Source: an optimization exercise on an open RTL-to-GDS flow (aim: small area and few clock cycles per item). Production flows keep margins and buffers that such runs may drop.
Function was checked by simulation only, so behaviour that the tests miss may differ from the original.

$ cat flow/run.sh
#!/bin/bash
# synth_recipe.tcl (not shown) runs the flow's synth.tcl, then flattens the netlist and writes it again
# the make line also repeats each setting of config.mk as NAME=value (left out here)
make -C /OpenROAD-flow-scripts/flow DESIGN_CONFIG=/design/flow/config.mk WORK_HOME=/design/flow/orfs CLKGATE_MAP_FILE= SYNTH_SCRIPT=/design/flow/synth_recipe.tcl finish
$ cat flow/config.mk
export PLATFORM = sky130hd
export DESIGN_NAME = RSA_TOP
export DESIGN_NICKNAME = RSA_TOP
export VERILOG_FILES = /design/flow/design.v
export SDC_FILE = /design/flow/constraint.sdc
export NUM_CORES = 4
export LEC_CHECK = 0
export CAP_MARGIN = 20
export CORE_MARGIN = 2
export CORE_UTILIZATION = 40
export SLEW_MARGIN = 20
$ cat flow/constraint.sdc
create_clock -name core_clock -period 90.0 [get_ports {clk}]
set_input_delay 18.0000 -clock core_clock [delete_from_list [all_inputs] [get_ports {clk}]]
set_output_delay 18.0000 -clock core_clock [all_outputs]
set_load 0.01 [all_outputs]
$ cat flow/design.v
module RSA_IP #(parameter WIDTH = 3) (
    IN_P, IN_Q, IN_E,
    OUT_N, OUT_D 
);
input  [WIDTH-1:0]   IN_P, IN_Q;
input  [WIDTH*2-1:0] IN_E;
output [WIDTH*2-1:0] OUT_N, OUT_D;
genvar k ; 
assign OUT_N = IN_P * IN_Q ;
wire [WIDTH*2-2:0] phi_N ;
assign phi_N = (IN_P - 1) * (IN_Q - 1) ;
wire        [WIDTH*2-2:0] r        [0:2*WIDTH-1] ;
wire signed [WIDTH*2-1:0] t        [0:2*WIDTH-1] ;
wire        [4:0]         quotient [0:2*WIDTH-1] ;
assign r[0] = phi_N ;
assign t[0] = 0 ;
assign quotient[0] = 0 ;
assign r[1] = IN_E ;
assign t[1] = 1 ;
assign quotient[1] = 0 ;
generate
	for (k=2 ; k< (2*WIDTH) ; k=k+1) begin : gen_d_level
		assign quotient[k] = r[k-2]  /  r[k-1] ; 
		assign t[k] = (r[k-1] ==1)? t[k-1]         : t[k-2]  - quotient[k] * t[k-1] ;
		assign r[k] = (r[k-1] ==1)? 1 				: r[k-2]  - quotient[k] * r[k-1] ;
	end
endgenerate
assign OUT_D =(t[(2*WIDTH)-1] > 0 ) ? t[(2*WIDTH)-1] : t[(2*WIDTH)-1] + phi_N; 
endmodule
module RSA_TOP (
    clk, rst_n, in_valid,
    in_p, in_q, in_e, in_c,
    out_valid, out_m
);
input clk, rst_n, in_valid;
input [3:0] in_p, in_q;
input [7:0] in_e, in_c;
output reg out_valid;
output reg [7:0] out_m;
parameter WIDTH = 4 ;
parameter ST_IN = 0 ;
parameter ST_OUT = 1 ;  
reg current_state  ;
reg next_state  ;
reg  [WIDTH*2-1:0] c_text , c_wait_1 ;
reg  [WIDTH-1  :0] get_p, get_q ;
reg  [WIDTH*2-1:0] get_e ;
reg  [WIDTH*2-1:0] decrypted_text  ;
reg  [WIDTH*2-1:0] decrypted_text_wait_1  ;
wire [WIDTH*2-1:0] OUT_D, OUT_N ;
reg  [WIDTH*2-1:0] private_D , private_N ;
reg  [2:0] count_number ;
reg  [2:0] count_out ; 
integer i  ;
reg count_1 ;
always@(posedge clk, negedge rst_n)
begin
	if(!rst_n)
		begin
			count_1 <= 'd0 ;
		end
	else if (current_state == ST_IN)
		begin
			if (in_valid) begin
				if(count_1 !=1) 
					count_1 <= count_1 + 'd1 ;
			end
		end
	else
		count_1 <= 'd0 ;
end	
reg [2:0] count_8 ;
always@(posedge clk, negedge rst_n)
begin
	if(!rst_n)
		begin
			count_8 <= 'd0 ;
		end
	else if (current_state == ST_IN)
		begin
			if (in_valid) begin
				count_8 <= count_8 + 'd1 ;
			end
		end
	else if (current_state == ST_OUT)
		begin
			count_8 <= count_8 + 'd1 ;
		end
	else
		count_8 <= 'd0 ;
end
always@(posedge clk, negedge rst_n)
begin
	if(!rst_n)
		begin
			get_e <='d0;
			get_p <='d0;
			get_q <='d0;
		end
	else 
		begin
			if (count_1 == 0)
				begin
					get_e <= in_e ;
					get_p <= in_p ;
					get_q <= in_q ;
				end
		end	
end
always@(posedge clk, negedge rst_n)
begin
	if(!rst_n)
		begin
				c_text <= 'd0;
		end
	else if (current_state == ST_IN)
		begin
			if(in_valid ) 
				c_text <= in_c;
		end
end
always@ (posedge clk , negedge rst_n )begin
	if (!rst_n )begin
		c_wait_1 <= 'd0 ;
	end else begin
		c_wait_1 <= c_text ;
	end
end
always@(posedge clk, negedge rst_n)
begin
	if(!rst_n)begin
			private_D <= 'd0;
			private_N <= 'd0;
	end
	else if (current_state == ST_IN)begin
			if (count_1 == 1)begin
				private_D <= OUT_D;
				private_N <= OUT_N;
			end
	end
end
RSA_IP #(.WIDTH(WIDTH)) U0 ( .IN_P(get_p) , .IN_Q(get_q) , .IN_E(get_e) , .OUT_N (OUT_N) , .OUT_D (OUT_D) )  ; 
wire [WIDTH*2-1:0] a0 , a1  ;
wire [WIDTH*4-1:0] a0_square ;
assign a0 = c_wait_1 % private_N ;	 
assign a0_square = a0*a0 ;  
assign a1 = (a0_square)  % private_N ;	 
reg [WIDTH*2-1:0] pipe_a0 , pipe_a1 ;
always@(posedge clk , negedge rst_n)begin
	if (!rst_n)begin
		pipe_a0    <= 'd0 ;
		pipe_a1    <= 'd0 ;
	end else begin
		pipe_a0 <= a0 ;
		pipe_a1 <= a1 ;
	end
end
wire [WIDTH*2-1:0] a0_a1_value ; 
reg [WIDTH*2-1:0] tmp_1_to_2 ;
wire [WIDTH*2-1:0] a2, a3 ;
wire [WIDTH*4-1:0] pipe_a1_square  ;
wire [WIDTH*4-1:0] a2_square   ;
wire [WIDTH*4-1:0] pipe_a0_mult_a1 ;
assign pipe_a1_square  = (pipe_a1 * pipe_a1) ;
assign pipe_a0_mult_a1 = (pipe_a0 * pipe_a1) ; 
assign a2_square   = (a2      * a2 ) ; 
assign a0_a1_value = (pipe_a0_mult_a1  ) % private_N ; 
assign a2          = (pipe_a1_square   ) % private_N ;
assign a3      = (a2_square    ) % private_N ; 
always@(*)begin
	if (private_D[0] == 1  && private_D[1] == 1)begin
		tmp_1_to_2 = a0_a1_value ;
	end else if (private_D[0] == 1  && private_D[1] == 0)begin
		tmp_1_to_2 = pipe_a0 ;
	end else if (private_D[0] == 0  && private_D[1] == 1)begin
		tmp_1_to_2 = pipe_a1 ;
	end else begin   
		tmp_1_to_2 = 0 ;
	end
end
reg [WIDTH*2-1:0] pipe_a3 , pipe_tmp1 , pipe_a2;
always@(posedge clk , negedge rst_n)begin
	if (!rst_n)begin
		pipe_a3    <= 'd0 ;
		pipe_tmp1  <= 'd0 ;
		pipe_a2    <= 'd0 ;
	end else begin
		pipe_tmp1  <= tmp_1_to_2 ;
		pipe_a3    <= a3 ;
		pipe_a2    <= a2 ; 
	end
end
reg [WIDTH*2-1:0] tmp_2_to_3 ;
wire [WIDTH*2-1:0] a4, a5 ;
wire [WIDTH*4-1:0] pipe_a3_square  ;
wire [WIDTH*4-1:0] tmp_a4_square   ;
assign pipe_a3_square  = (pipe_a3 * pipe_a3 ) ;
assign tmp_a4_square   = (a4  * a4  ) ;
assign a4 = (pipe_a3_square )%private_N ; 
assign a5 = (tmp_a4_square  )%private_N ;
wire [WIDTH*4-1:0] pipe_a2_a3 ;
assign pipe_a2_a3 = pipe_a2 * pipe_a3 ; 
wire [WIDTH*2-1:0] a2_a3_value ;
assign a2_a3_value = pipe_a2_a3% private_N ; 
always@(*)begin
	if (private_D[2] == 1  && private_D[3] == 1)begin
		tmp_2_to_3 = a2_a3_value ;
	end else if (private_D[2] == 1  && private_D[3] == 0)begin
		tmp_2_to_3 = pipe_a2 ;
	end else if (private_D[2] == 0  && private_D[3] == 1)begin
		tmp_2_to_3 = pipe_a3 ;
	end else begin   
		tmp_2_to_3 = 0 ;
	end
end
reg [WIDTH*2-1:0] pipe_a5 , pipe_tmp2_0 , pipe_a4 , pipe_tmp2_1 ;
reg in_valid_3 ; 
always@(posedge clk , negedge rst_n)begin
	if (!rst_n)begin
		pipe_a5        <= 'd0 ;
		pipe_a4        <= 'd0 ;
		pipe_tmp2_0    <= 'd0 ;
		pipe_tmp2_1    <= 'd0 ;
	end else begin
		pipe_a5      <= a5 ;
		pipe_a4      <= a4 ;
		pipe_tmp2_0  <= pipe_tmp1 ; 
		pipe_tmp2_1  <= tmp_2_to_3 ; 
	end
end
reg [WIDTH*2-1:0] tmp_3_to_4_0 , tmp_3_to_4_1 ;
wire [WIDTH*2-1:0] a6 ;
wire [WIDTH*4-1:0] pipe_a5_square ;
assign pipe_a5_square = (pipe_a5 * pipe_a5 ) ;
assign a6     = (pipe_a5_square)%private_N ; 
wire [WIDTH*4-1:0] pipe_a4_a5 ;
assign pipe_a4_a5  = pipe_a4 * pipe_a5 ; 
wire [WIDTH*2-1:0] a4_a5_value ;
assign a4_a5_value = pipe_a4_a5 % private_N ; 
wire [WIDTH*4-1:0] pipe_tmp0_tmp1 ;
assign pipe_tmp0_tmp1 = pipe_tmp2_0 * pipe_tmp2_1 ; 
wire [WIDTH*2-1:0] tmp0_tmp1_value ;
assign tmp0_tmp1_value = pipe_tmp0_tmp1 % private_N ; 
always@(*)begin    
	if (private_D[4] == 1  && private_D[5] == 1)begin
		tmp_3_to_4_0 = a4_a5_value ;
	end else if (private_D[4] == 1  && private_D[5] == 0)begin
		tmp_3_to_4_0 = pipe_a4 ;
	end else if (private_D[4] == 0  && private_D[5] == 1)begin
		tmp_3_to_4_0 = pipe_a5 ;
	end else begin   
		tmp_3_to_4_0 = 0 ;
	end
end
always@(*)begin
	if (pipe_tmp2_0 == 0  && pipe_tmp2_1 == 0)begin
		tmp_3_to_4_1 = 0 ;
	end else if (pipe_tmp2_0 == 0 ) begin
		tmp_3_to_4_1 = pipe_tmp2_1 ;
	end else if (pipe_tmp2_1 == 0)begin
		tmp_3_to_4_1 = pipe_tmp2_0 ;
	end else begin  
		tmp_3_to_4_1 = tmp0_tmp1_value ;
	end
end
reg [WIDTH*2-1:0] pipe_a6 , pipe_tmp3_0 , pipe_tmp3_1 ;
always@(posedge clk , negedge rst_n)begin
	if (!rst_n)begin
		pipe_a6	     <= 'd0 ;
		pipe_tmp3_0  <= 'd0 ;
	 	pipe_tmp3_1  <= 'd0 ; 
	end else begin
		pipe_a6	      <= a6 ;
		pipe_tmp3_0   <= tmp_3_to_4_0 ; 
		pipe_tmp3_1   <= tmp_3_to_4_1 ; 
	end
end
reg [WIDTH*2-1:0] tmp_4_to_5 ; 
wire [WIDTH*4-1:0] pipe_tmp3_0_tmp3_1 ;
assign pipe_tmp3_0_tmp3_1 = pipe_tmp3_0 * pipe_tmp3_1 ;
wire [WIDTH*2-1:0] tmp3_0_tmp3_1_value ;
assign  tmp3_0_tmp3_1_value = pipe_tmp3_0_tmp3_1 % private_N ; 
always@(*)begin
	if (pipe_tmp3_0 == 0  && pipe_tmp3_1 == 0)begin
		tmp_4_to_5 = 0 ;
	end else if (pipe_tmp3_0 == 0 ) begin
		tmp_4_to_5 = pipe_tmp3_1 ;
	end else if (pipe_tmp3_1 == 0)begin
		tmp_4_to_5 = pipe_tmp3_0 ;
	end else begin  
		tmp_4_to_5 = tmp3_0_tmp3_1_value ;
	end
end
reg [WIDTH*2-1:0] pipe_tmp5_0, pipe_tmp5_1 ;
always@(posedge clk , negedge rst_n)begin
	if (!rst_n)begin
		pipe_tmp5_0 <= 'd0 ;
		pipe_tmp5_1 <= 'd0 ;
	end else begin
		pipe_tmp5_0 <= pipe_a6 ;
		pipe_tmp5_1 <= tmp_4_to_5 ; 
	end
end
reg [WIDTH*2-1:0] tmp_5_to_6 ; 
wire [WIDTH*4-1:0] pipe_tmp5_0_tmp5_1 ;
assign pipe_tmp5_0_tmp5_1 = pipe_tmp5_0 * pipe_tmp5_1 ;
wire [WIDTH*2-1:0] tmp5_0_tmp5_1_value ;
assign tmp5_0_tmp5_1_value = pipe_tmp5_0_tmp5_1 % private_N ; 
always@(*)begin
	if (private_D[6] == 0  && pipe_tmp5_1 == 0)begin
		tmp_5_to_6 = 0 ;
	end else if (private_D[6] == 0 ) begin
		tmp_5_to_6 = pipe_tmp5_1 ;
	end else if (pipe_tmp5_1 == 0)begin
		tmp_5_to_6 = pipe_tmp5_0 ;
	end else begin  
		tmp_5_to_6 = tmp5_0_tmp5_1_value ;
	end
end
always@(posedge clk , negedge rst_n)begin
	if (!rst_n)begin
		decrypted_text <= 'd0 ;
	end else begin
		decrypted_text <= tmp_5_to_6 ; 
	end
end
always@(posedge clk , negedge rst_n)
begin
	if(!rst_n)
		begin
			out_valid <= 'd0; 
			out_m     <= 'd0; 
		end
	else if (current_state == ST_OUT)
		begin
			out_valid <= 'd1 ;
			out_m	  <= decrypted_text ;
		end
	else 
		begin
			out_valid <= 'd0 ;
			out_m	  <= 'd0 ;
		end
end
always@ (posedge clk , negedge rst_n)
begin
	if (!rst_n ) begin
		current_state <= ST_IN ;
	end else begin
		current_state <= next_state ;
	end
end
always@(*)begin
	case(current_state)
		ST_IN : begin
				if (count_8 == 7 )
					next_state = ST_OUT ; 
				else 
					next_state = ST_IN ; 
		end
		ST_OUT : begin
				if (count_8 == 7)
					next_state = ST_IN ;
				else 
					next_state = ST_OUT ; 
		end
		default : next_state = ST_IN ; 
	endcase
end
endmodule
==> reports/metrics.yaml <==
area_delta_synth_final_pct: 5.11
cts.clk_slew.worst_paths_ns: 0.09
synthesis.area_sq_mm: 0.106
cap_viol_max_count: 0
cts_tree: "yes"
synthFlopType: "dfrtp_1"
ios: 36
overflow: 0
ys_seq_elements: 180
r2r_slack_ns: 6.09
timing.final.crit_period_ns: 83.91
clock_latency_ns: 0.56
endpoint: "private_D[0]$_DFFE_PN0P_"
arrival_ns: 84.35
final_nets: 16300
crit_required_ns: 90.44
r2r_end: "private_D[0]$_DFFE_PN0P_"
fin_skew_ns: 0.0356
cts_buffer_depth: 2
core_area_sq_mm: 0.265
drtIter0Drc: 5678
die_area_sq_mm: 0.270
yosysSeqAreaShare_pct: 4.23
critPathLaunchType: "flip-flop"
grt_start_max_net_pins: 87
gp_congestion: 0.865
drc: 0
reg2reg_depth: 384
min-delay-path-class: "reg2reg"
startpoint: "get_q[0]$_DFFE_PN0N_"
htree_num_levels: 4
drt-total-wl_um: 285000
wl_per_cell_um: 16.4
synth-edff-count: 0
vias: 97200
dp_slack_ns: 3.07
postCtsHoldBufs: 0
yosysWarnings: 2
max_slew.worst_pin.slew_ns: 1.05
slowest_stage: "or4_1"
cp_max_fo: 19
antenna_found_initial: 12
rows: 189
syn_inst: 13900
hold_violations: 0
maxSlewHeadroom_pct: 28.1
slew_violations: 0
async_flop_share_pct: 100
gr-usage-all-layers_pct: 20.8
synth.distinct_cells: 139
final_antenna_net_count: 0
clock.fmax_ghz: 0.0119
path_common_cell: "ha_1"
worst_slack_ns: 6.09
first_pass_iters: 7
grt_pass1_wl_um: 474000
status: "timing/DRC/antenna clean"
dp_hpwl_um: 226000
clock-sinks: 180
worstSetupEndpointType: "flip-flop"
synth_area_leaders: "ha_1 23%, fa_1 9.9%, o21a_1 5.9%, nand2_1 4.6%, dfrtp_1 4.2%"
drive_gt1_share_pct: 5.88
synth_area_leader_cell: "ha_1"
port_buffers: 34
r2r-start: "get_q[0]$_DFFE_PN0N_"
vias_per_cell: 5.61
synth.avg_cell_area_sq_um: 7.63
fin_util_pct: 42.2
dieWidth_um: 520
yosysTopAreaCellShare_pct: 23.2
first_global_vias: 91600
initial_utilization_pct: 40.2
die_h_um: 520
setup_viol: 0
finalCritPeriodShare_pct: 93.2
cpPeakStageDelay_ns: 0.73
root_buffer: "clkbuf_16"
numCtsBuffers: 17
nFillCells: 27500
critPathKind: "reg2reg"
## synth_stat cells (229+ instances only)
| cell type | number |
|---|---|
| xnor2_1 | 481 |
| mux2_2 | 326 |
| a21o_1 | 342 |
| inv_1 | 1091 |
| a21oi_1 | 665 |
| fa_1 | 527 |
| o21a_1 | 839 |
| nor2_1 | 1149 |
| nand2_1 | 1307 |
| ha_1 | 1973 |
| clkbuf_1 | 303 |
| o21ai_0 | 702 |
| o31ai_1 | 375 |
| xor2_1 | 229 |
| nor3_1 | 807 |
| and2_1 | 329 |
## kinds of logic after synthesis
logic type	Yosys count	synth area share (%)
AO/OA/AOI/OAI	3742	23.9
XOR/XNOR	718	6.01
adder cells (fa/ha/maj)	2507	33.2
buffers and inverters	1448	5.17
flip-flops	180	4.23
multiplexers	542	5.60
other	2	0.00706
AND/OR/NAND/NOR	4796	21.9
## critical path: cells and delay by family, from the launching register on
kind                     cells  cell delay (ns)
AO/OA/AOI/OAI              168            30.94
buffers and inverters       23             3.60
AND/OR/NAND/NOR             97            17.34
flip-flops                   1             0.53
XOR/XNOR                    18             3.64
adder cells (fa/ha/maj)     67            24.63
multiplexers                11             2.86
## cell usage in the layout (no fill, tap or decap), types with 479 or more instances in the layout
cell type,instances
o21ai_0,701
o21a_1,839
nor3_1,807
nor2_1,1143
ha_1,1973
xnor2_1,479
a21oi_1,657
fa_1,527
nand2_1,1306
inv_1,1085
## worst min path at each step
stage                           start                        to  slack [ns]  depth (start not counted)
6_report       pipe_tmp1[3]$_DFF_PN0_  pipe_tmp2_0[3]$_DFF_PN0_        0.35                          0
5_1_grt          pipe_a6[5]$_DFF_PN0_  pipe_tmp5_0[5]$_DFF_PN0_        0.36                          0
4_1_cts        pipe_tmp1[3]$_DFF_PN0_  pipe_tmp2_0[3]$_DFF_PN0_        0.35                          0
3_5_place_dp   pipe_tmp1[3]$_DFF_PN0_  pipe_tmp2_0[3]$_DFF_PN0_        0.33                          0
3_3_place_gp     pipe_a6[1]$_DFF_PN0_  pipe_tmp5_0[1]$_DFF_PN0_        0.33                          0
2_1_floorplan  pipe_tmp1[0]$_DFF_PN0_  pipe_tmp2_0[0]$_DFF_PN0_        0.33                          0
## cell type report
cell class,count,area [sq um],area share [%]
Clock buffer,17,425,0.381
Multi-Input combinational cell,12300,96600,86.4
Inverter,1101,4190,3.75
Sequential cell,180,4520,4.04
Clock inverter,15,196,0.176
Timing Repair Buffer,172,1430,1.28
Antenna cell,5,12.5,0.0112
Tap cell,3533,4420,3.95
## metrics by stage
| step | area (sq um) | setup TNS, ns | hold WS, ns | instances |
|---|---|---|---|---|
| 4_1_cts | 112000 | 0 | 0.354 | 17300 |
| 5_1_grt | 112000 | -0.0578 | 0.359 | 17300 |
| 2_1_floorplan | 106000 | 0 | 0.331 | 13900 |
| 3_3_place_gp | 111000 | 0 | 0.332 | 17300 |
| 6_report | 112000 | 0 | 0.353 | 17300 |
| 3_5_place_dp | 111000 | 0 | 0.335 | 17300 |
## metal layers
metal | global-route usage (%) | share of wire (%) | vias to the layer above
met5 | 0 | 0 | -
met4 | 3.03 | 1.2 | 0
met3 | 1.33 | 3.3 | 166
met2 | 34.3 | 45 | 1398
met1 | 30.2 | 51 | 45700
li1 | - | - | 50000
## timing repair
action,4_1_cts,5_1_grt
setup endpoints to repair,0,23
gates resized for setup,0,41
setup buffers,0,2
Testbench counts, summed over its fixed seeds: cycles 5,440, items 2,560.

[re-timing with driven ports]
In the flow no input, the clock included, has a driving cell. The finished layout below was timed again as built, in two steps. Step 1 assumes that a clkbuf_16 drives the clock port and a buf_2 every other input. Step 2 adds t to the input delays and takes it off the output delays; t is the mean of the earliest and latest rising clock arrival at the registers after step 1. Input paths then give back, and output paths get back, about the clock's delay inside the block. Slacks: ideal / step 1 / step 2; pairs: ideal / step 1.
t, ns: 0.647
setup slack, ns: 6.089 / 6.089 / 6.089
worst setup path at the end: register to register
pins driven straight from the clock port: 1
After both steps setup and hold are still met in this run. The setup slack of this run moves by 0.000 ns with the drivers and by 0.000 ns with both steps.
